This is an optimization exercise on Yosys and OpenROAD, whose aim is small area and a short achievable clock period, not a production implementation.
Only simulation tests tie the RTL to the original design; equivalence was not proved.
Power is estimated from default activity; no workload was simulated.

## wip/yarrow
## core_top
module core_top #(
    parameter HART_ID       = 0,
    parameter XLEN          = 32,
    parameter BPU_ENTRY_NUM = 32
)
(
    input                 clk_i,
    input                 rst_i,
    input                 stall_i,
    input  [XLEN-1 : 0]   init_pc_addr_i,
    input  [XLEN-1 : 0]   code_i,
    input                 code_ready_i,
    output [XLEN-1 : 0]   code_addr_o,
    output                code_req_o,
    input  [XLEN-1 : 0]   data_i,
    input                 data_ready_i,
    output [XLEN-1 : 0]   data_o,
    output [XLEN-1 : 0]   data_addr_o,
    output                data_rw_o,       
    output [XLEN/8-1 : 0] data_byte_enable_o,
    output                data_req_o,
    output                data_is_amo_o,
    output [ 4: 0]        data_amo_type_o,
    output                cache_flush_o,
    input                 ext_irq_i,
    input                 tmr_irq_i,
    input                 sft_irq_i
);
==> flow/config.mk <==
export PLATFORM = sky130hd
export DESIGN_NAME = core_top
export DESIGN_NICKNAME = core_top
export VERILOG_FILES = /design/flow/design.v
export SDC_FILE = /design/flow/constraint.sdc
export NUM_CORES = 8
export LEC_CHECK = 0
export CAP_MARGIN = 20
export CORE_MARGIN = 2
export CORE_UTILIZATION = 40
export SLEW_MARGIN = 20
==> flow/constraint.sdc <==
create_clock -name core_clock -period 16.0 [get_ports {clk_i}]
set_input_delay 3.2000 -clock core_clock [delete_from_list [all_inputs] [get_ports {clk_i}]]
set_output_delay 3.2000 -clock core_clock [all_outputs]
set_load 0.01 [all_outputs]
standard.sh (not shown) runs the stock make flow with config.mk's settings and CLKGATE_MAP_FILE= SYNTH_SCRIPT=/design/flow/synth_recipe.tcl, a recipe that flattens the netlist after the stock synthesis.
==> flow/flow/run.sh <==
#!/bin/bash
# Standard ORFS layout (the standard.sh, with the standard synthesis
# unchanged), with repair_timing asked to leave a larger setup margin
# (fixing the worst 5% of endpoints, without gate cloning), larger clock-tree
# sink clusters without dummy loads, denser placement, and buf_4 port buffers.
set -o pipefail
bash standard.sh SETUP_SLACK_MARGIN=10.7 TNS_END_PERCENT=5 SKIP_GATE_CLONING=1 PLACE_DENSITY=0.7 \
    "CTS_ARGS=-sink_clustering_enable -repair_clock_nets -sink_clustering_size 24 -sink_clustering_max_diameter 80 -dont_use_dummy_load" \
    "BUFFER_PORTS_ARGS=-buffer_cell sky130_fd_sc_hd__buf_4" \
    finish > standard_finish.log 2>&1
## Diff of input files: wip/fjord against wip/yarrow
--- a/flow/flow/run.sh
+++ b/flow/flow/run.sh
@@ -6,3 +6,3 @@
 set -o pipefail
-bash standard.sh SETUP_SLACK_MARGIN=10.7 TNS_END_PERCENT=5 SKIP_GATE_CLONING=1 PLACE_DENSITY=0.7 \
+bash standard.sh SETUP_SLACK_MARGIN=11.5 TNS_END_PERCENT=5 SKIP_GATE_CLONING=1 PLACE_DENSITY=0.7 \
     "CTS_ARGS=-sink_clustering_enable -repair_clock_nets -sink_clustering_size 24 -sink_clustering_max_diameter 80 -dont_use_dummy_load" \
==> summary.txt <==
Relative to wip/yarrow, proportion of layout cells with a drive suffix above 1 has gone up in wip/fjord. Diff wip/fjord..wip/yarrow | pin count of the biggest net entering global routing | unchanged. Cell area after layout for wip/fjord: 9000 sq um up relative to wip/yarrow. Measured against each other, wip/fjord and wip/yarrow differ in count of inserted antenna diode cells, the lower figure coming from wip/yarrow. Changes observed in wip/fjord relative to wip/yarrow: final cell count picked up an extra 1.8%; met3 capacity usage during global routing went up.
The inputs of wip/amber differ from those of wip/fjord as listed below.
--- a/flow/flow/run.sh
+++ b/flow/flow/run.sh
@@ -6,3 +6,3 @@
 set -o pipefail
-bash standard.sh SETUP_SLACK_MARGIN=11.5 TNS_END_PERCENT=5 SKIP_GATE_CLONING=1 PLACE_DENSITY=0.7 \
+bash standard.sh SETUP_SLACK_MARGIN=11 TNS_END_PERCENT=5 SKIP_GATE_CLONING=1 PLACE_DENSITY=0.7 \
     "CTS_ARGS=-sink_clustering_enable -repair_clock_nets -sink_clustering_size 24 -sink_clustering_max_diameter 80 -dont_use_dummy_load" \
==> summary.txt <==
- wip/fjord has higher maximum fanout along the worst path than wip/amber.
- Summary of wip/amber over wip/fjord: cell leakage power moved down, non-clock buffer total of the final layout moved down, power consumption moved down, core utilization moved down, actual transition at the worst max-transition pin moved down.
--- input diff wip/amber..wip/cedar ---
--- a/flow/flow/run.sh
+++ b/flow/flow/run.sh
@@ -6,3 +6,3 @@
 set -o pipefail
-bash standard.sh SETUP_SLACK_MARGIN=11 TNS_END_PERCENT=5 SKIP_GATE_CLONING=1 PLACE_DENSITY=0.7 \
+bash standard.sh SETUP_SLACK_MARGIN=11 TNS_END_PERCENT=5 SKIP_GATE_CLONING=1 PLACE_DENSITY=0.75 \
     "CTS_ARGS=-sink_clustering_enable -repair_clock_nets -sink_clustering_size 24 -sink_clustering_max_diameter 80 -dont_use_dummy_load" \
--- outcome ---
As far as number of slew-limit violations in the final report goes, wip/amber and wip/cedar are indistinguishable; the numbers are identical.
Est. power | wip/cedar vs wip/amber | wip/cedar lower
Comparing wip/cedar with wip/amber, the post-route core utilization came out essentially unchanged.
Comparing the two runs side by side, wip/cedar comes out behind wip/amber on worst path setup slack after routing.
Compared to wip/amber, the routing of wip/cedar uses less wire.
Between wip/amber and wip/cedar, the difference in area taken by flip-flops and latches is negligible.

---

## main
Another version of the RTL of core_top (not shown whole).
Size in the first run: roughly 21000 cells after synthesis, ~4400 flip-flops, ~210 I/O pins, roughly 220000 µm² of cells after synthesis.
clock: 16.0 ns
lec_check: 0
cap_margin: 20
core_margin: 2
core_utilization: 40
slew_margin: 20
==> flow/flow/run.sh <==
#!/bin/bash
# Standard ORFS layout (the standard.sh, with the standard synthesis
# unchanged), with repair_timing asked to leave a larger setup margin
# (fixing the worst 5% of endpoints, without gate cloning), larger clock-tree
# sink clusters without dummy loads, and buf_4 port buffers.
set -o pipefail
bash standard.sh SETUP_SLACK_MARGIN=11 TNS_END_PERCENT=5 SKIP_GATE_CLONING=1 \
    "CTS_ARGS=-sink_clustering_enable -repair_clock_nets -sink_clustering_size 24 -sink_clustering_max_diameter 80 -dont_use_dummy_load" \
    "BUFFER_PORTS_ARGS=-buffer_cell sky130_fd_sc_hd__buf_4" \
    finish > standard_finish.log 2>&1
main finished every step from synthesis to the final layout, and the layout passed the timing, design-rule and antenna checks.
Changes in the feature branch relative to main:
diff --git a/flow/flow/run.sh b/flow/flow/run.sh
--- a/flow/flow/run.sh
+++ b/flow/flow/run.sh
@@ -4,5 +4,5 @@
 # (fixing the worst 5% of endpoints, without gate cloning), larger clock-tree
-# sink clusters without dummy loads, and buf_4 port buffers.
+# sink clusters without dummy loads, denser placement, and buf_4 port buffers.
 set -o pipefail
-bash standard.sh SETUP_SLACK_MARGIN=11 TNS_END_PERCENT=5 SKIP_GATE_CLONING=1 \
+bash standard.sh SETUP_SLACK_MARGIN=11 TNS_END_PERCENT=5 SKIP_GATE_CLONING=1 PLACE_DENSITY=0.7 \
     "CTS_ARGS=-sink_clustering_enable -repair_clock_nets -sink_clustering_size 24 -sink_clustering_max_diameter 80 -dont_use_dummy_load" \
--- outcome ---
The final layout from the feature branch, which completed every stage, passed the timing, design-rule and antenna checks at the end of the flow. The design internal power was comparable across main and the feature branch. The setup slack of the feature branch is smaller than that of main. On the feature branch: number of setup buffers added after CTS is about 24% lower than what main gave.

[re-timing with driven ports]
The flow's constraints put no driver on any port. The routed layouts listed below were extracted and timed again, unchanged, in two steps.
Step 1 assumes that a clkbuf_16 drives the clock port and a buf_2 every other input.
Step 2, shift: input delay + t, output delay - t, t = (earliest + latest rising clock arrival at the registers) / 2. This alone moves slack from input paths to output paths.
Slacks: ideal / step 1 / step 2; pairs: ideal / step 1.
| run | t (ns) | slack for setup (ns) | worst hold slack (ns) | clock arrival spread, ns | cell pins on the clock port's net |
|---|---|---|---|---|---|
| wip/yarrow | 1.105 | 10.330 / 10.305 / 9.291 | 0.367 / 0.367 / 0.367 | 0.331 / 0.331 | 1 |
| wip/fjord | 1.120 | 10.374 / 10.415 / 9.296 | 0.364 / 0.364 / 0.364 | 0.330 / 0.330 | 1 |
| wip/amber | 1.120 | 10.380 / 10.451 / 9.331 | 0.373 / 0.373 / 0.373 | 0.326 / 0.326 | 1 |
| wip/cedar | 1.157 | 10.244 / 10.323 / 9.165 | 0.436 / 0.436 / 0.436 | 0.258 / 0.257 | 1 |
| main | 1.114 | 10.291 / 10.154 / 9.423 | 0.419 / 0.419 / 0.419 | 0.182 / 0.183 | 1 |
| the feature branch | 1.127 | 10.166 / 10.166 / 9.336 | 0.440 / 0.440 / 0.440 | 0.170 / 0.170 | 1 |
In wip/yarrow, wip/fjord and wip/amber the clock reaches the registers at very different times; t lies between them, and the last value is a rough guide only. For wip/cedar, which loses most, drivers alone change the setup slack by +0.079 ns; drivers and shift together by -1.079 ns.
